This design comes from an exercise in tuning for small area and a short achievable clock period on the open sky130 flow, not from production work.
Function was checked by simulation only, so behaviour that the tests miss may differ from the original.
Power and IR drop assume default switching activity.

<file path="flow/config.mk">
export PLATFORM = sky130hd
export DESIGN_NAME = CPU
export DESIGN_NICKNAME = CPU
export VERILOG_FILES = /design/flow/design.v
export SDC_FILE = /design/flow/constraint.sdc
export NUM_CORES = 4
export LEC_CHECK = 0
export CAP_MARGIN = 20
export CORE_MARGIN = 2
export CORE_UTILIZATION = 40
export PLACE_DENSITY = 0.6
export SLEW_MARGIN = 20
</file>
<file path="flow/constraint.sdc">
create_clock -name core_clock -period 7.5 [get_ports {clk}]
set_input_delay 1.5000 -clock core_clock [delete_from_list [all_inputs] [get_ports {clk}]]
set_output_delay 1.5000 -clock core_clock [all_outputs]
set_load 0.01 [all_outputs]
</file>
<file path="flow/design.v">
 `timescale 1ns/1ps
module SignExtension (
    input  wire [5:0]  immediate,
    input  wire        mode,   
    output wire [15:0] extended_immediate
);
    assign extended_immediate = (mode)
        ? {{10{immediate[5]}}, immediate}
        : {10'b0, immediate};
endmodule
 `timescale 1ns/1ps
module RegisterFile (
    input  wire        clk,
    input  wire        reset,
    input  wire [2:0]  rs,
    input  wire [2:0]  rt,
    input  wire [2:0]  rd,
    input  wire [15:0] wd,
    input  wire        we,       
    input  wire [15:0] rr_in,    
    input  wire        rr_we,    
    output wire [15:0] rs_data,
    output wire [15:0] rt_data,
    output wire [15:0] rr_out
);
    reg [15:0] regfile [7:0];
    reg [15:0] RR;
    integer i;
    always @(posedge clk or posedge reset) begin
        if (reset) begin
            for (i=0; i<8; i=i+1) begin
                regfile[i] <= 16'b0;
            end
            RR <= 16'b0;
        end else begin
            if (we && rd != 3'b000) begin
                regfile[rd] <= wd;
            end
            if (rr_we) begin
                RR <= rr_in;
            end
        end
    end
    assign rs_data = (rs == 3'b000) ? 16'b0 : regfile[rs];
    assign rt_data = (rt == 3'b000) ? 16'b0 : regfile[rt];
    assign rr_out  = RR;
endmodule
   `timescale 1ns/1ps
module ALU (
    input wire [15:0] a,
    input wire [15:0] b,
    input wire [3:0]  alu_control,  
    input wire [2:0]  Function,     
    input wire        signed_op,
    output reg [15:0] result,
    output reg        Z, 
    output reg        C, 
    output reg        V, 
    output reg        N
);
    always @(*) begin
        C      = 0;
        V      = 0;
        result = 16'b0;
        case (alu_control)
            4'b0000: begin
                case (Function)
                    3'b000: begin
                        result = a & b;
                    end
                    3'b001: begin
                        if (signed_op) begin
                            {C, result} = $signed(a) + $signed(b);
                            V = (a[15] == b[15]) && (result[15] != a[15]);
                        end else begin
                            {C, result} = a + b;
                            V = (a[15] & b[15] & ~result[15]) |
                                (~a[15] & ~b[15] & result[15]);
                        end
                    end
                    3'b010: begin
                        if (signed_op) begin
                            {C, result} = $signed(a) - $signed(b);
                            V = (a[15] != b[15]) && (result[15] != a[15]);
                        end else begin
                            {C, result} = a - b;
                            V = (a[15] & ~b[15] & ~result[15]) |
                                (~a[15] & b[15] & result[15]);
                        end
                    end
                    3'b011: begin
                        result = a << b[3:0];
                    end
                    3'b100: begin
                        result = a >> b[3:0];
                    end
                    default: result = 16'b0;
                endcase
            end
            4'b0010: begin
                result = a & b;
            end
            4'b0011: begin
                if (signed_op) begin
                    {C, result} = $signed(a) + $signed(b);
                    V = (a[15] == b[15]) && (result[15] != a[15]);
                end else begin
                    {C, result} = a + b;
                    V = (a[15] & b[15] & ~result[15]) |
                        (~a[15] & ~b[15] & result[15]);
                end
            end
            default: result = 16'b0;
        endcase
        N = result[15];
        Z = (result == 16'b0);
    end
endmodule
`timescale 1ns/1ps
module ControlUnit (
    input  wire [3:0] opcode,   
    input  wire [2:0] funct,    
    output reg        alu_src,
    output reg        mem_to_reg,
    output reg        reg_write,
    output reg        mem_read,
    output reg        mem_write,
    output reg [2:0]  branch,
    output reg [3:0]  alu_op,
    output reg        jump,
    output reg        call,
    output reg        ret,
    output reg        sign_extend,
    output reg        for_loop   
);
    always @(*) begin
        alu_src     = 0;
        mem_to_reg  = 0;
        reg_write   = 0;
        mem_read    = 0;
        mem_write   = 0;
        branch      = 3'b000;
        alu_op      = 4'b0000;  
        jump        = 0;
        call        = 0;
        ret         = 0;
        sign_extend = 0;
        for_loop    = 0;
        case (opcode)
            4'b0000: begin
                reg_write = 1;
                alu_op    = 4'b0000;
            end
            4'b0010: begin
                alu_src     = 1;
                reg_write   = 1;
                alu_op      = 4'b0010;
                sign_extend = 0;  
            end
            4'b0011: begin
                alu_src     = 1;
                reg_write   = 1;
                alu_op      = 4'b0011;
                sign_extend = 1;  
            end
            4'b0100: begin
                alu_src    = 1;
                mem_to_reg = 1;
                mem_read   = 1;
                reg_write  = 1;
                alu_op     = 3'b001; 
                sign_extend= 1;
            end
            4'b0101: begin
                alu_src     = 1;
                mem_write   = 1;
                alu_op      = 3'b001;
                sign_extend = 1;
            end
            4'b0110: begin
                branch      = 3'b001;  
                alu_op      = 3'b010;   
                sign_extend = 1;
            end
            4'b0111: begin
                branch      = 3'b010;  
                alu_op      = 3'b010;   
                sign_extend = 1;
            end
            4'b1000: begin
                for_loop    = 1;        
                reg_write   = 1;        
                alu_op      = 3'b010;  
                alu_src     = 0;        
            end
            4'b0001: begin
                case(funct)
                    3'b000: jump = 1;
                    3'b001: begin
                        call      = 1;
                        reg_write = 1;  
                    end
                    3'b010: ret = 1;
                    default: ;
                endcase
            end
            default: begin
            end
        endcase
    end
endmodule
`timescale 1ns/1ps
module ForwardingUnit (
    input  wire [2:0] id_ex_rs,	   				 
    input  wire [2:0] id_ex_rt,		  			 
    input  wire [2:0] ex_mem_rd,				 
    input  wire       ex_mem_reg_write,			 
    input  wire [2:0] mem_wb_rd,		 		 
    input  wire       mem_wb_reg_write,			 
    output reg  [1:0] forward_a,				 
    output reg  [1:0] forward_b				     
); 
    always @(*) begin
        forward_a = 2'b00;
        forward_b = 2'b00;
        if (ex_mem_reg_write && (ex_mem_rd != 3'b000) && (ex_mem_rd == id_ex_rs))
            forward_a = 2'b01;
        else if (mem_wb_reg_write && (mem_wb_rd != 3'b000) && (mem_wb_rd == id_ex_rs))
            forward_a = 2'b10;
        if (ex_mem_reg_write && (ex_mem_rd != 3'b000) && (ex_mem_rd == id_ex_rt))
            forward_b = 2'b01;	  
        else if (mem_wb_reg_write && (mem_wb_rd != 3'b000) && (mem_wb_rd == id_ex_rt))
            forward_b = 2'b10;    
    end
endmodule
 `timescale 1ns/1ps
module HazardDetectionUnit (
    input  wire       id_ex_mem_read,  
    input  wire [2:0] id_ex_rt,        
    input  wire [2:0] if_id_rs,        
    input  wire [2:0] if_id_rt,        
    output reg        stall
);
    always @(*) begin
        stall = 0;
        if (id_ex_mem_read &&
           ((id_ex_rt == if_id_rs) || (id_ex_rt == if_id_rt))) begin
            stall = 1;
        end
    end
endmodule
`timescale 1ns/1ps
module IF_ID (
    input  wire        clk,
    input  wire        rst,
    input  wire [15:0] pc_in,
    input  wire [15:0] instruction_in,
    input  wire        flush,
    input  wire        stall,
    output reg [15:0]  pc_out,
    output reg [15:0]  instruction_out
);
    always @(posedge clk or posedge rst) begin
        if (rst) begin
            pc_out          <= 16'b0;
            instruction_out <= 16'b0;
        end
        else if (flush) begin
            pc_out          <= 16'b0;
            instruction_out <= 16'b0;
        end
        else if (!stall) begin
            pc_out          <= pc_in;
            instruction_out <= instruction_in;
        end
    end
endmodule
`timescale 1ns/1ps
module ID_EX (
    input  wire clk,
    input  wire rst,
    input  wire [15:0] pc_in,
    input  wire [15:0] rd1_in,
    input  wire [15:0] rd2_in,
    input  wire [15:0] imm_in,
    input  wire [2:0]  rd_in,
    input  wire [2:0]  rs_in,
    input  wire [2:0]  rt_in,
    input  wire [2:0]  funct_in,
    input  wire [3:0]  alu_op_in,
    input  wire        alu_src_in,
    input  wire        mem_to_reg_in,
    input  wire        reg_write_in,
    input  wire        mem_read_in,
    input  wire        mem_write_in,
    input  wire [2:0]  branch_in,
    input  wire        jump_in,
    input  wire        call_in,
    input  wire        ret_in,
    input  wire        sign_extend_in,
    input  wire        for_loop_in,
    input  wire        stall,
    output reg [15:0]  pc_out,
    output reg [15:0]  rd1_out,
    output reg [15:0]  rd2_out,
    output reg [15:0]  imm_out,
    output reg [2:0]   rd_out,
    output reg [2:0]   rs_out,
    output reg [2:0]   rt_out,
    output reg [2:0]   funct_out,
    output reg [3:0]   alu_op_out,
    output reg         alu_src_out,
    output reg         mem_to_reg_out,
    output reg         reg_write_out,
    output reg         mem_read_out,
    output reg         mem_write_out,
    output reg [2:0]   branch_out,
    output reg         jump_out,
    output reg         call_out,
    output reg         ret_out,
    output reg         sign_extend_out,
    output reg         for_loop_out  
);
    always @(posedge clk or posedge rst) begin
        if (rst) begin
            pc_out          <= 16'b0;
            rd1_out         <= 16'b0;
            rd2_out         <= 16'b0;
            imm_out         <= 16'b0;
            rd_out          <= 3'b0;
            rs_out          <= 3'b0;
            rt_out          <= 3'b0;
            funct_out       <= 3'b0;
            alu_op_out      <= 4'b0;
            alu_src_out     <= 1'b0;
            mem_to_reg_out  <= 1'b0;
            reg_write_out   <= 1'b0;
            mem_read_out    <= 1'b0;
            mem_write_out   <= 1'b0;
            branch_out      <= 3'b0;
            jump_out        <= 1'b0;
            call_out        <= 1'b0;
            ret_out         <= 1'b0;
            sign_extend_out <= 1'b0;
            for_loop_out    <= 1'b0;
        end
        else if (stall) begin
            pc_out          <= pc_out;
            rd1_out         <= rd1_out;
            rd2_out         <= rd2_out;
            imm_out         <= imm_out;
            rd_out          <= rd_out;
            rs_out          <= rs_out;
            rt_out          <= rt_out;
            funct_out       <= funct_out;
            alu_op_out      <= alu_op_out;
            alu_src_out     <= alu_src_out;
            mem_to_reg_out  <= mem_to_reg_out;
            reg_write_out   <= reg_write_out;
            mem_read_out    <= mem_read_out;
            mem_write_out   <= mem_write_out;
            branch_out      <= branch_out;
            jump_out        <= jump_out;
            call_out        <= call_out;
            ret_out         <= ret_out;
            sign_extend_out <= sign_extend_out;
            for_loop_out    <= for_loop_out;
        end
        else begin
            pc_out          <= pc_in;
            rd1_out         <= rd1_in;
            rd2_out         <= rd2_in;
            imm_out         <= imm_in;
            rd_out          <= rd_in;
            rs_out          <= rs_in;
            rt_out          <= rt_in;
            funct_out       <= funct_in;
            alu_op_out      <= alu_op_in;
            alu_src_out     <= alu_src_in;
            mem_to_reg_out  <= mem_to_reg_in;
            reg_write_out   <= reg_write_in;
            mem_read_out    <= mem_read_in;
            mem_write_out   <= mem_write_in;
            branch_out      <= branch_in;
            jump_out        <= jump_in;
            call_out        <= call_in;
            ret_out         <= ret_in;
            sign_extend_out <= sign_extend_in;
            for_loop_out    <= for_loop_in;
        end
    end
endmodule
`timescale 1ns/1ps
module EX_MEM(
    input  wire clk,
    input  wire rst,
    input  wire [15:0] alu_result_in,
    input  wire [15:0] rd2_in,
    input  wire [2:0]  rd_in,
    input  wire [2:0]  funct_in,
    input  wire        mem_to_reg_in,
    input  wire        reg_write_in,
    input  wire        mem_read_in,
    input  wire        mem_write_in,
    input  wire [2:0]  branch_in,
    input  wire        jump_in,
    input  wire        call_in,
    input  wire        ret_in,
    input  wire [15:0] pc_in,
    input  wire [2:0]  rs_in,
    input  wire [2:0]  rt_in,
    input  wire        for_loop_in,       
    input  wire [15:0] rd1_in_forAddress,  
    output reg [15:0]  alu_result_out,
    output reg [15:0]  rd2_out,
    output reg [2:0]   rd_out,
    output reg [2:0]   funct_out,		  
    output reg         mem_to_reg_out,
    output reg         reg_write_out,
    output reg         mem_read_out,
    output reg         mem_write_out,
    output reg [2:0]   branch_out,
    output reg         jump_out,
    output reg         call_out,
    output reg         ret_out,
    output reg [15:0]  pc_out,
    output reg [2:0]   rs_out,
    output reg [2:0]   rt_out,
    output reg         for_loop_out,      
    output reg [15:0]  for_address_out    
);
    always @(posedge clk or posedge rst) begin
        if (rst) begin
            alu_result_out   <= 16'b0;
            rd2_out          <= 16'b0;
            rd_out           <= 3'b0;
            funct_out        <= 3'b0;
            mem_to_reg_out   <= 1'b0;
            reg_write_out    <= 1'b0;
            mem_read_out     <= 1'b0;
            mem_write_out    <= 1'b0;
            branch_out       <= 3'b0;
            jump_out         <= 1'b0;
            call_out         <= 1'b0;
            ret_out          <= 1'b0;
            pc_out           <= 16'b0;
            rs_out           <= 3'b0;
            rt_out           <= 3'b0;
            for_loop_out     <= 1'b0;
            for_address_out  <= 16'b0;
        end else begin
            alu_result_out   <= alu_result_in;
            rd2_out          <= rd2_in;
            rd_out           <= rd_in;
            funct_out        <= funct_in;
            mem_to_reg_out   <= mem_to_reg_in;
            reg_write_out    <= reg_write_in;
            mem_read_out     <= mem_read_in;
            mem_write_out    <= mem_write_in;
            branch_out       <= branch_in;
            jump_out         <= jump_in;
            call_out         <= call_in;
            ret_out          <= ret_in;
            pc_out           <= pc_in;
            rs_out           <= rs_in;
            rt_out           <= rt_in;
            for_loop_out     <= for_loop_in;
            for_address_out  <= rd1_in_forAddress;
        end
    end
endmodule
`timescale 1ns/1ps
module MEM_WB (
    input  wire        clk,
    input  wire        rst,
    input  wire [15:0] alu_result_in,
    input  wire [15:0] mem_data_in,
    input  wire [2:0]  rd_in,
    input  wire        mem_to_reg_in,
    input  wire        reg_write_in,
    input  wire [2:0]  funct_in,
    output reg [15:0]  alu_result_out,
    output reg [15:0]  mem_data_out,
    output reg [2:0]   rd_out,
    output reg         mem_to_reg_out,
    output reg         reg_write_out,
    output reg [2:0]   funct_out
);
    always @(posedge clk or posedge rst) begin
        if (rst) begin
            alu_result_out  <= 16'b0;
            mem_data_out    <= 16'b0;
            rd_out          <= 3'b0;
            mem_to_reg_out  <= 1'b0;
            reg_write_out   <= 1'b0;
            funct_out       <= 3'b0;
        end else begin
            alu_result_out  <= alu_result_in;
            mem_data_out    <= mem_data_in;
            rd_out          <= rd_in;
            mem_to_reg_out  <= mem_to_reg_in;
            reg_write_out   <= reg_write_in;
            funct_out       <= funct_in;
        end
    end
endmodule
 `timescale 1ns/1ps
module InstructionMemory (
    input  wire [15:0] addr, 
    input  wire        clk,
    input  wire [15:0] imem_rdata,
    output reg  [15:0] instruction
);
    always @(posedge clk) begin
        if (addr < 64)
            instruction <= imem_rdata;
        else
            instruction <= 16'hF000;
    end
endmodule
`timescale 1ns/1ps
module DataMemory (
    input  wire        clk,
    input  wire [15:0] addr,      
    input  wire [15:0] wd,        
    input  wire        we,        
    output reg  [15:0] rd,        
    input  wire [15:0] dmem_rdata,
    output wire        dmem_we,
    output wire [15:0] dmem_wdata
);
    assign dmem_we    = we && addr < 256;
    assign dmem_wdata = wd;
    always @(posedge clk) begin
        if (addr < 256)
            rd <= dmem_rdata;
        else
            rd <= 16'h0000;
    end
endmodule
`timescale 1ns/1ps
module PerformanceCounters (
    input  wire       clk,
    input  wire       rst,
    input  wire       instruction_executed,
    input  wire       load_instruction,
    input  wire       store_instruction,
    input  wire       alu_instruction,
    input  wire       control_instruction,
    input  wire       stall_cycle,
    output reg [15:0] total_instructions,
    output reg [15:0] total_loads,
    output reg [15:0] total_stores,
    output reg [15:0] total_alus,
    output reg [15:0] total_controls,
    output reg [15:0] total_cycles,
    output reg [15:0] total_stall_cycles
);
    always @(posedge clk or posedge rst) begin
        if (rst) begin
            total_instructions <= 0;
            total_loads        <= 0;
            total_stores       <= 0;
            total_alus         <= 0;
            total_controls     <= 0;
            total_cycles       <= 0;
            total_stall_cycles <= 0;
        end else begin
            total_cycles <= total_cycles + 1;
            if (stall_cycle)
                total_stall_cycles <= total_stall_cycles + 1;
            if (instruction_executed) begin
                total_instructions <= total_instructions + 1;
                if (load_instruction)
                    total_loads <= total_loads + 1;
                if (store_instruction)
                    total_stores <= total_stores + 1;
                if (alu_instruction)
                    total_alus <= total_alus + 1;
                if (control_instruction)
                    total_controls <= total_controls + 1;
            end
        end
    end
endmodule
`timescale 1ns/1ps
module CPU (
    input  wire clk,
    input  wire rst,
    output wire [15:0] total_instructions,
    output wire [15:0] total_loads,
    output wire [15:0] total_stores,
    output wire [15:0] total_alus,
    output wire [15:0] total_controls,
    output wire [15:0] total_cycles,
    output wire [15:0] total_stall_cycles,
    output reg  done,
    output wire [15:0] imem_addr,
    input  wire [15:0] imem_rdata,
    output wire [15:0] dmem_addr,
    output wire [15:0] dmem_wdata,
    output wire        dmem_we,
    input  wire [15:0] dmem_rdata
);
    reg [15:0] pc;
    wire [15:0] instruction;
    InstructionMemory imem(
        .addr(pc),
        .clk(clk),
        .imem_rdata(imem_rdata),
        .instruction(instruction)
    );
    assign imem_addr = pc;
    wire flush, stall;
    wire [15:0] if_id_pc, if_id_instruction;
    IF_ID if_id_reg(
        .clk(clk),
        .rst(rst),
        .pc_in(pc),
        .instruction_in(instruction),
        .flush(flush),
        .stall(stall),
        .pc_out(if_id_pc),
        .instruction_out(if_id_instruction)
    );
    wire [3:0] opcode = if_id_instruction[15:12];
    wire [2:0] rd     = if_id_instruction[11:9];
    wire [2:0] rs     = if_id_instruction[8:6];
    wire [2:0] rt     = if_id_instruction[5:3];
    wire [2:0] funct  = if_id_instruction[2:0];
    wire [5:0] imm6   = if_id_instruction[5:0];
    wire [15:0] rd1, rd2, rr_out;
    wire [2:0] mem_wb_rd;
    wire [15:0] mem_wb_wd;
    wire mem_wb_reg_write;
    wire alu_src, mem_to_reg, reg_write;
    wire mem_read, mem_write;
    wire [2:0] branch;
    wire [3:0] alu_op;
    wire jump, call, ret, sign_extend, for_loop;
    ControlUnit ctrl(
        .opcode(opcode),
        .funct(funct),
        .alu_src(alu_src),
        .mem_to_reg(mem_to_reg),
        .reg_write(reg_write),
        .mem_read(mem_read),
        .mem_write(mem_write),
        .branch(branch),
        .alu_op(alu_op),
        .jump(jump),
        .call(call),
        .ret(ret),
        .sign_extend(sign_extend),
        .for_loop(for_loop)
    );
    wire [15:0] next_pc_val = pc + 1;
    RegisterFile regfile(
        .clk(clk),
        .reset(rst),
        .rs(rs),
        .rt(rt),
        .rd(mem_wb_rd),
        .wd(mem_wb_wd),
        .we(mem_wb_reg_write),
        .rr_in(next_pc_val),
        .rr_we(call),
        .rs_data(rd1),
        .rt_data(rd2),
        .rr_out(rr_out)
    );
    wire [15:0] extended_imm;
    SignExtension sext(
        .immediate(imm6),
        .mode(sign_extend),
        .extended_immediate(extended_imm)
    );
    wire id_ex_mem_read;
    wire [2:0] id_ex_rt_internal;
    HazardDetectionUnit hazard(
        .id_ex_mem_read(id_ex_mem_read),
        .id_ex_rt(id_ex_rt_internal),
        .if_id_rs(rs),
        .if_id_rt(rt),
        .stall(stall)
    );
    wire [15:0] id_ex_pc, id_ex_rd1, id_ex_rd2, id_ex_imm;
    wire [2:0]  id_ex_rd, id_ex_funct;
    wire [3:0]  id_ex_alu_op;
    wire        id_ex_alu_src, id_ex_mem_to_reg, id_ex_reg_write;
    wire        id_ex_mem_write;
    wire [2:0]  id_ex_branch;
    wire        id_ex_jump, id_ex_call, id_ex_ret, id_ex_sign_extend;
    wire        id_ex_for_loop;
    wire [2:0]  id_ex_rs_internal;
    ID_EX id_ex_reg_inst(
        .clk(clk),
        .rst(rst),
        .pc_in(if_id_pc),
        .rd1_in(rd1),
        .rd2_in(rd2),
        .imm_in(extended_imm),
        .rd_in(rd),
        .rs_in(rs),
        .rt_in(rt),
        .funct_in(funct),
        .alu_op_in(alu_op),
        .alu_src_in(alu_src),
        .mem_to_reg_in(mem_to_reg),
        .reg_write_in(reg_write),
        .mem_read_in(mem_read),
        .mem_write_in(mem_write),
        .branch_in(branch),
        .jump_in(jump),
        .call_in(call),
        .ret_in(ret),
        .sign_extend_in(sign_extend),
        .for_loop_in(for_loop),
        .stall(stall),
        .pc_out(id_ex_pc),
        .rd1_out(id_ex_rd1),
        .rd2_out(id_ex_rd2),
        .imm_out(id_ex_imm),
        .rd_out(id_ex_rd),
        .rs_out(id_ex_rs_internal),
        .rt_out(id_ex_rt_internal),
        .funct_out(id_ex_funct),
        .alu_op_out(id_ex_alu_op),
        .alu_src_out(id_ex_alu_src),
        .mem_to_reg_out(id_ex_mem_to_reg),
        .reg_write_out(id_ex_reg_write),
        .mem_read_out(id_ex_mem_read),
        .mem_write_out(id_ex_mem_write),
        .branch_out(id_ex_branch),
        .jump_out(id_ex_jump),
        .call_out(id_ex_call),
        .ret_out(id_ex_ret),
        .sign_extend_out(id_ex_sign_extend),
        .for_loop_out(id_ex_for_loop)
    );
    wire [1:0] forward_a, forward_b;
    wire ex_mem_reg_write;
    wire ex_mem_rd;  
    wire [15:0] ex_mem_alu_result;
    ForwardingUnit fwd(
        .id_ex_rs(id_ex_rs_internal),
        .id_ex_rt(id_ex_rt_internal),
        .ex_mem_rd(ex_mem_rd),
        .ex_mem_reg_write(ex_mem_reg_write),
        .mem_wb_rd(mem_wb_rd),
        .mem_wb_reg_write(mem_wb_reg_write),
        .forward_a(forward_a),
        .forward_b(forward_b)
    );
    wire [15:0] forwarded_a = (forward_a == 2'b01) ? ex_mem_alu_result
                           : (forward_a == 2'b10) ? mem_wb_wd
                           : id_ex_rd1;
    wire [15:0] forwarded_b = (forward_b == 2'b01) ? ex_mem_alu_result
                           : (forward_b == 2'b10) ? mem_wb_wd
                           : id_ex_rd2;
    wire [15:0] normal_b    = (id_ex_alu_src) ? id_ex_imm : forwarded_b;
    wire [15:0] for_a = forwarded_b;   
    wire [15:0] for_b = 16'h0001;      
    wire [15:0] alu_in_a = (id_ex_for_loop) ? for_a : forwarded_a;
    wire [15:0] alu_in_b = (id_ex_for_loop) ? for_b : normal_b;
    wire [15:0] alu_result;
    wire Z, C, V, N;
    ALU alu_inst(
        .a(alu_in_a),
        .b(alu_in_b),
        .alu_control(id_ex_alu_op),
        .Function(id_ex_funct),
        .signed_op(id_ex_sign_extend),
        .result(alu_result),
        .Z(Z), .C(C), .V(V), .N(N)
    );
    wire [15:0] ex_mem_rd2;
    wire [2:0]  ex_mem_rd_out;
    wire [2:0]  ex_mem_funct;
    wire        ex_mem_mem_to_reg;
    wire        ex_mem_mem_read;
    wire        ex_mem_mem_write;
    wire [2:0]  ex_mem_branch;
    wire        ex_mem_jump;
    wire        ex_mem_call;
    wire        ex_mem_ret;
    wire [15:0] ex_mem_pc;
    wire [2:0]  ex_mem_rs;
    wire [2:0]  ex_mem_rt;
    wire        ex_mem_for_loop;
    wire [15:0] ex_mem_for_addr;  
    EX_MEM ex_mem_reg_inst(
        .clk(clk),
        .rst(rst),
        .alu_result_in(alu_result),
        .rd2_in(forwarded_b),
        .rd_in(id_ex_rd),
        .funct_in(id_ex_funct),
        .mem_to_reg_in(id_ex_mem_to_reg),
        .reg_write_in(id_ex_reg_write),
        .mem_read_in(id_ex_mem_read),
        .mem_write_in(id_ex_mem_write),
        .branch_in(id_ex_branch),
        .jump_in(id_ex_jump),
        .call_in(id_ex_call),
        .ret_in(id_ex_ret),
        .pc_in(id_ex_pc),
        .rs_in(id_ex_rs_internal),
        .rt_in(id_ex_rt_internal),
        .for_loop_in(id_ex_for_loop),
        .rd1_in_forAddress(id_ex_rd1),  
        .alu_result_out(ex_mem_alu_result),
        .rd2_out(ex_mem_rd2),
        .rd_out(ex_mem_rd_out),
        .funct_out(ex_mem_funct),
        .mem_to_reg_out(ex_mem_mem_to_reg),
        .reg_write_out(ex_mem_reg_write),
        .mem_read_out(ex_mem_mem_read),
        .mem_write_out(ex_mem_mem_write),
        .branch_out(ex_mem_branch),
        .jump_out(ex_mem_jump),
        .call_out(ex_mem_call),
        .ret_out(ex_mem_ret),
        .pc_out(ex_mem_pc),
        .rs_out(ex_mem_rs),
        .rt_out(ex_mem_rt),
        .for_loop_out(ex_mem_for_loop),
        .for_address_out(ex_mem_for_addr)
    );
    assign ex_mem_rd = ex_mem_rd_out;
    wire [15:0] mem_data_out;
    DataMemory dmem(
        .clk(clk),
        .addr(ex_mem_alu_result),
        .wd(ex_mem_rd2),
        .we(ex_mem_mem_write),
        .rd(mem_data_out),
        .dmem_rdata(dmem_rdata),
        .dmem_we(dmem_we),
        .dmem_wdata(dmem_wdata)
    );
    assign dmem_addr = ex_mem_alu_result;
    wire [15:0] mem_wb_alu_result, mem_wb_mem_data;
    wire        mem_wb_mem_to_reg;
    MEM_WB mem_wb_reg_inst(
        .clk(clk),
        .rst(rst),
        .alu_result_in(ex_mem_alu_result),
        .mem_data_in(mem_data_out),
        .rd_in(ex_mem_rd_out),
        .mem_to_reg_in(ex_mem_mem_to_reg),
        .reg_write_in(ex_mem_reg_write),
        .funct_in(ex_mem_funct),
        .alu_result_out(mem_wb_alu_result),
        .mem_data_out(mem_wb_mem_data),
        .rd_out(mem_wb_rd),
        .mem_to_reg_out(mem_wb_mem_to_reg),
        .reg_write_out(mem_wb_reg_write),
        .funct_out( )
    );
    assign mem_wb_wd = (mem_wb_mem_to_reg) ? mem_wb_mem_data : mem_wb_alu_result;
    wire instruction_executed = 1'b1; 
    wire load_instruction     = ex_mem_mem_read;
    wire store_instruction    = ex_mem_mem_write;
    wire alu_instruction      = ~(load_instruction | store_instruction);
    wire control_instruction  = (ex_mem_branch != 3'b000) || ex_mem_jump || ex_mem_call || ex_mem_ret || ex_mem_for_loop;
    wire stall_cycle          = stall;
    PerformanceCounters perf_counters_inst(
        .clk(clk),
        .rst(rst),
        .instruction_executed(instruction_executed),
        .load_instruction(load_instruction),
        .store_instruction(store_instruction),
        .alu_instruction(alu_instruction),
        .control_instruction(control_instruction),
        .stall_cycle(stall_cycle),
        .total_instructions(total_instructions),
        .total_loads(total_loads),
        .total_stores(total_stores),
        .total_alus(total_alus),
        .total_controls(total_controls),
        .total_cycles(total_cycles),
        .total_stall_cycles(total_stall_cycles)
    );
    localparam TOTAL_INSTR = 9;  
    localparam PIPE_DEPTH  = 5;
    reg [31:0] fetched_count;
    always @(posedge clk or posedge rst) begin
        if (rst) begin
            pc            <= 16'b0;
            fetched_count <= 0;
            done          <= 1'b0;
        end
        else if (!done) begin
            if (stall) begin
                pc <= pc;
            end
            else begin
                if (ex_mem_for_loop) begin
                    if (ex_mem_alu_result != 16'b0) begin
                        pc <= ex_mem_for_addr; 
                    end
                    else begin
                        pc <= pc + 1;
                    end
                end
                else if (ex_mem_branch == 3'b001 && (Z==1)) begin  
                    pc <= ex_mem_pc + id_ex_imm;  
                end
                else if (ex_mem_branch == 3'b010 && (Z==0)) begin  
                    pc <= ex_mem_pc + id_ex_imm;
                end
                else if (ex_mem_jump) begin
                    pc <= { ex_mem_pc[15:9], ex_mem_alu_result[8:0] };
                end
                else if (ex_mem_call) begin
                    pc <= ex_mem_alu_result;
                end
                else if (ex_mem_ret) begin
                    pc <= rr_out;
                end
                else begin
                    pc <= pc + 1;
                end
            end
            fetched_count <= fetched_count + 1;
            if (fetched_count >= (TOTAL_INSTR + PIPE_DEPTH))
                done <= 1'b1;
        end
        else begin
            pc <= pc;
        end
    end
    assign flush = 1'b0;  
endmodule
</file>
<file path="flow/run.sh">
#!/bin/bash
# synth_recipe.tcl (not shown) runs the flow's synth.tcl, then flattens the netlist and writes it again
# the make line also repeats each setting of config.mk as NAME=value (left out here)
make -C /OpenROAD-flow-scripts/flow DESIGN_CONFIG=/design/flow/config.mk WORK_HOME=/design/flow/orfs CLKGATE_MAP_FILE= SYNTH_SCRIPT=/design/flow/synth_recipe.tcl finish
</file>
==> PnR_summary.wiki <==
{| class="wikitable"
! Metric !! Value
|-
| Post-Synth Adder-Cell Area || 2.74%
|-
| Worst Tran Pin Value || 1.03 ns
|-
| Post-synth EDFFs || 0
|-
| Detailed-route DRC error count || 0
|-
| Largest registers || regfile.regfile: 112 flops, fetched_count: 32 flops
|-
| Die area || between 0.07 and 0.08 mm²
|-
| CP Capture Point || pc[4]
|-
| Max-slew violation count || 0
|-
| Post-route clock period utilization || 94.7%
|-
| Met1 track demand over resource in global routing || about two fifths
|-
| Die Width || 272 µm
|-
| Remaining Overflow, GRT || 0
|-
| Flops & latches, synth || 539
|-
| Final nets || 3375
|-
| Signed area change from the synthesized netlist to the final layout || 18.9%
|-
| Post-layout min period || ~7 ns
|-
| Netlist area before placement || between 0.02 and 0.03 mm²
|-
| Floorplan Core Area || 0.0712 mm²
|-
| Post-Syn Instances || between 3k and 4k
|-
| Kind of capture point of the worst setup path || flop
|-
| Sequential Area || 0.0133 mm²
|-
| Clock buffer depth || 3
|-
| Fraction of layout instances using a drive strength above 1 || 9.90%
|-
| H-tree lvl count || 2
|-
| Number of clock sinks seen by CTS || 539
|-
| Detail-routed net length per standard cell || approximately 23 µm
|-
| Worst slack at placement || 0.417 ns
|-
| Number of iterations in the first detailed-routing pass || 8
|-
| Fill cells || 6830
|-
| First element of the critical path || mem_wb_reg_inst.rd_out[0]
|-
| Clock edge transition at the registers on the reported setup and hold paths || 0.06 ns
|-
| Worst R2R Setup Slack || 0.39 ns
|-
| Largest register FFs || 112
|-
| Crit path max fanout || 12
|-
| Max IR drop VDD || 0.240 mV
|-
| Main combinational cell family by area after synthesis || simple AND/OR/NAND/NOR gates
|-
| Combined area of the multi-input logic cells || 0.0143 mm²
|-
| Mapped Avg Cell Area || between 9 and 10 µm²
|-
| XOR/XNOR Fraction of Synth Area || 5.86%
|-
| Max-slew headroom at the worst pin || ~31%
|-
| Ordered list of cells on the worst path || or2_1 > o21a_1 > nor3_4 > a211oi_1 > nor2_1 > ha_1 > inv_1 > fa_1 > nor2_1 > o221ai_1 > o2bb2ai_1 > o31a_1 > o22ai_2 > mux2_4 > a211oi_2 > a41oi_1 > a311o_1 > nor4_1 > nand4b_1 > or4_4 > and2_4 > o311ai_1
|-
| Worst reg2reg startpoint || mem_wb_reg_inst.rd_out[0]
|-
| Number of global-route vias before repair || 23.6k
|-
| Rows || slightly below 100
|-
| Leakage || 14.8 nW
|-
| Post-layout util || 47.9%
|-
| Slowest CP cell || sky130_fd_sc_hd__or4_4
|-
| Antenna violation net count after detailed routing || 0
|-
| Final setup margin || 0.394 ns
|-
| Worst Path Class, Setup || flop to flop
|-
| Post-DR vias/cell || 5.79
|-
| Cts hold-fix bufs || 0
|-
| Post-detailed-routing wire length || 100000 µm
|-
| FF-to-FF End || pc[4]
|-
| Number of DRC markers after the initial detailed-route iteration || ~2.8k
|-
| Global-route track usage on met3 || 5.10%
|-
| Final HPWL DP || 71100 µm
|-
| Min-delay worst type || flop to flop
|-
| Fraction of the mapped netlist area in compound gates || roughly 18%
|-
| First-pass GRT wire length || 153000 µm
|-
| Fraction of synthesized area in multiplexers || 4.39%
|-
| Total power of the final layout || 8.17 mW
|-
| Yosys top cell area share || 44.2%
|-
| Levels on crit path || 22
|-
| Crit path max-delay family || simple AND/OR/NAND/NOR gates
|-
| Initial antenna violation count || 6
|-
| Hold violation total from the final report || 0
|-
| Arr. time, crit path || 7.64 ns
|-
| Register with the highest flop count || regfile.regfile
|-
| Port Buffer Count || 195
|-
| Required @ worst endpoint || 8.04 ns
|-
| Routed vias || 24.8k
|-
| RSZ-0062 raised after global routing || false
|-
| Final estimated routing congestion in global placement || 1.04
|-
| Max Clock Skew || ~0.024 ns
|-
| Count of final setup violators || 0
|-
| Total CTS buffers || 60
|-
| Cell accounting for the most synthesized area || sky130_fd_sc_hd__dfrtp_1
|-
| Global routing met2 resource utilization || approximately 40%
|-
| Nets in the synthesized netlist || 3209
|-
| PD cells || ~240 mW/mm²
|-
| Vert. Die Dim || about 270 µm
|-
| Gr busiest metal || met2
|-
| Yosys synthesis warning count || 15
|-
| Synthesized-area fraction occupied by and/or/nand/nor cells || 18.8%
|-
| Largest net degree at the start of global routing || between 150 and 200
|-
| Cell repeated most along the worst path || sky130_fd_sc_hd__nor2_1
|-
| GRT Total Usage || 26.9%
|-
| Initial Utilization || 40.3%
|-
| Largest stage delay on the critical path || 0.69 ns
|-
| Combined buffer and inverter count along the critical path || 1
|-
| Root Driver || sky130_fd_sc_hd__clkbuf_16
|-
| Top_reg_cell synth || sky130_fd_sc_hd__dfrtp_1
|-
| Count of cell types in the netlist || 106
|-
| Worst-case reg-to-reg path depth || 22
|-
| Biggest area contributors in the synthesized netlist || sky130_fd_sc_hd__dfrtp_1 (44%), sky130_fd_sc_hd__nand2_1 (6.3%), sky130_fd_sc_hd__a21oi_1 (4.1%)
|-
| Fraction of the yosys area taken by sequential cells || 46.5%
|-
| Kind of start point of the critical path || flop
|-
| Num ports || just under 200
|-
| CTS tree || done
|-
| Count of max-cap constraint violations || 0
|-
| Clock Latency Late Sink || 0.66 ns
|-
| Async set-reset flop share out of synthesis || 94.1%
|-
| Max Fclk || 141 MHz
|-
| Outcome || timing/DRC/antenna clean
|}
logic make-up after synthesis:
kind of cell | after synthesis
DFF | 539
AOI/OAI and AO/OA | 789
buffers and inverters | 271
adders and majority gates | 61
and+or+nand+nor | 1171
muxes | 92
xor gates and xnor gates | 191
cell usage in the layout, fill, tap and decap left out, types with 11 or more instances in the layout:
master and instances:
sky130_fd_sc_hd__clkinv_2 12, sky130_fd_sc_hd__dfrtp_1 504, sky130_fd_sc_hd__dfxtp_1 32, sky130_fd_sc_hd__nor2b_1 19, sky130_fd_sc_hd__nand2b_1 18, sky130_fd_sc_hd__nand2_1 481
sky130_fd_sc_hd__nand4_1 64, sky130_fd_sc_hd__ha_1 58, sky130_fd_sc_hd__o21a_1 17, sky130_fd_sc_hd__mux2_2 30, sky130_fd_sc_hd__clkbuf_8 12, sky130_fd_sc_hd__a31oi_1 33
sky130_fd_sc_hd__bufinv_16 11, sky130_fd_sc_hd__nor2_1 270, sky130_fd_sc_hd__xnor2_1 131, sky130_fd_sc_hd__and3_1 38, sky130_fd_sc_hd__mux4_2 23, sky130_fd_sc_hd__buf_4 98
sky130_fd_sc_hd__o31ai_1 17, sky130_fd_sc_hd__a311oi_1 13, sky130_fd_sc_hd__a211oi_1 42, sky130_fd_sc_hd__a21o_1 14, sky130_fd_sc_hd__nand3_1 100, sky130_fd_sc_hd__o21ai_0 200
sky130_fd_sc_hd__nor4_1 18, sky130_fd_sc_hd__a221oi_1 15, sky130_fd_sc_hd__and2_1 50, sky130_fd_sc_hd__a21oi_1 234, sky130_fd_sc_hd__o211ai_1 27, sky130_fd_sc_hd__a22oi_1 33
sky130_fd_sc_hd__nor3_1 35, sky130_fd_sc_hd__clkdlybuf4s50_1 195, sky130_fd_sc_hd__inv_1 72, sky130_fd_sc_hd__mux2i_1 36, sky130_fd_sc_hd__clkbuf_16 60, sky130_fd_sc_hd__or3_1 13
sky130_fd_sc_hd__xor2_1 59
power breakdown:
group | internal (mW) | leakage (nW) | switching (mW) | total (mW)
sequential | 3.24 | 7.06 | 0.327 | 3.57
clock | 1.98 | 1.08 | 1.31 | 3.29
combinational | 0.612 | 6.64 | 0.698 | 1.31
layout make-up:
class / count / area share, %
inverters: 78 / 0.869
clock inverters: 37 / 1.59
well taps: 950 / 3.49
clock buffers: 77 / 4.94
diodes: 1 / 0.00734
flip-flops and latches: 539 / 39.1
multi-input cells: 2304 / 41.9
repair buffers: 297 / 8.12
cells in the mapped netlist (14+ instances only):
master,instances
sky130_fd_sc_hd__nand2b_1,18
sky130_fd_sc_hd__clkbuf_1,144
sky130_fd_sc_hd__o31ai_1,18
sky130_fd_sc_hd__nor2_1,272
sky130_fd_sc_hd__and3_1,38
sky130_fd_sc_hd__a22oi_1,33
sky130_fd_sc_hd__inv_1,73
sky130_fd_sc_hd__a21oi_1,234
sky130_fd_sc_hd__o211ai_1,27
sky130_fd_sc_hd__nand4_1,64
sky130_fd_sc_hd__nand3_1,100
sky130_fd_sc_hd__nor4_1,19
sky130_fd_sc_hd__mux2_2,30
sky130_fd_sc_hd__a211oi_1,42
sky130_fd_sc_hd__a221oi_1,15
sky130_fd_sc_hd__o21ai_0,202
sky130_fd_sc_hd__xnor2_1,131
sky130_fd_sc_hd__xor2_1,59
sky130_fd_sc_hd__ha_1,58
sky130_fd_sc_hd__dfrtp_1,507
sky130_fd_sc_hd__a21o_1,14
sky130_fd_sc_hd__mux4_2,23
sky130_fd_sc_hd__dfxtp_1,32
sky130_fd_sc_hd__o21a_1,18
sky130_fd_sc_hd__nand2_1,481
sky130_fd_sc_hd__buf_2,20
sky130_fd_sc_hd__a31oi_1,33
sky130_fd_sc_hd__nor2b_1,19
sky130_fd_sc_hd__nor3_1,36
sky130_fd_sc_hd__and2_1,50
sky130_fd_sc_hd__mux2i_1,36
timing repair:
item | in CTS | in global routing
setup endpoints to repair | 0 | 14
buffers inserted | 0 | 0
endpoints found under the hold margin | 0 | 0
resized for setup | 0 | 2
metal layers:
metal	routed length [µm]	part of all wire, %
met5	0	0
met4	4910	4.9
met3	8390	8.4
met2	43300	43
met1	43800	44
through the flow:
stage | area [µm²] | TNS (ns) | cells | hold WS, ns
global placement | 31800 | 0 | 4167 | 0.319
CTS | 34100 | 0 | 4281 | 0.328
detailed placement | 31800 | 0 | 4167 | 0.320
finish | 34100 | 0 | 4283 | 0.327
floorplan | 28700 | -447.37 | 3114 | 0.316
global route | 34100 | 0 | 4282 | 0.334
worst min-delay path by stage:
stage | startpoint | to | slack [ns] | cells past startpoint
after global routing | dmem.rd[13] | mem_wb_reg_inst.mem_data_out[13] | 0.33 | 0
after detailed placement | dmem.rd[4] | mem_wb_reg_inst.mem_data_out[4] | 0.32 | 0
after global placement | dmem.rd[12] | mem_wb_reg_inst.mem_data_out[12] | 0.32 | 0
after floorplan | dmem.rd[0] | mem_wb_reg_inst.mem_data_out[0] | 0.32 | 0
final | dmem.rd[4] | mem_wb_reg_inst.mem_data_out[4] | 0.33 | 0
after CTS | dmem.rd[4] | mem_wb_reg_inst.mem_data_out[4] | 0.33 | 0

==> afterwards: timing with drivers on the ports <==
Ports are ideal in the flow. The routed layout listed here was re-timed in OpenROAD. Step 1: set_driving_cell puts a clkbuf_16 on clk and a buf_2 on each other input, an assumption about the parent block. Step 2, shift: input delay + t, output delay - t, t = (earliest + latest rising clock arrival at the registers) / 2. This alone moves slack from input paths to output paths. a / b / c = ideal ports / drivers / drivers and shift; a / b = the first two.
t (ns): 0.706
slack for setup (ns): 0.394 / 0.394 / 0.394
worst setup path at the end: register to register
After both steps this run still meets setup and hold. The setup slack of this run moves by 0.000 ns with the drivers and by 0.000 ns with both steps.
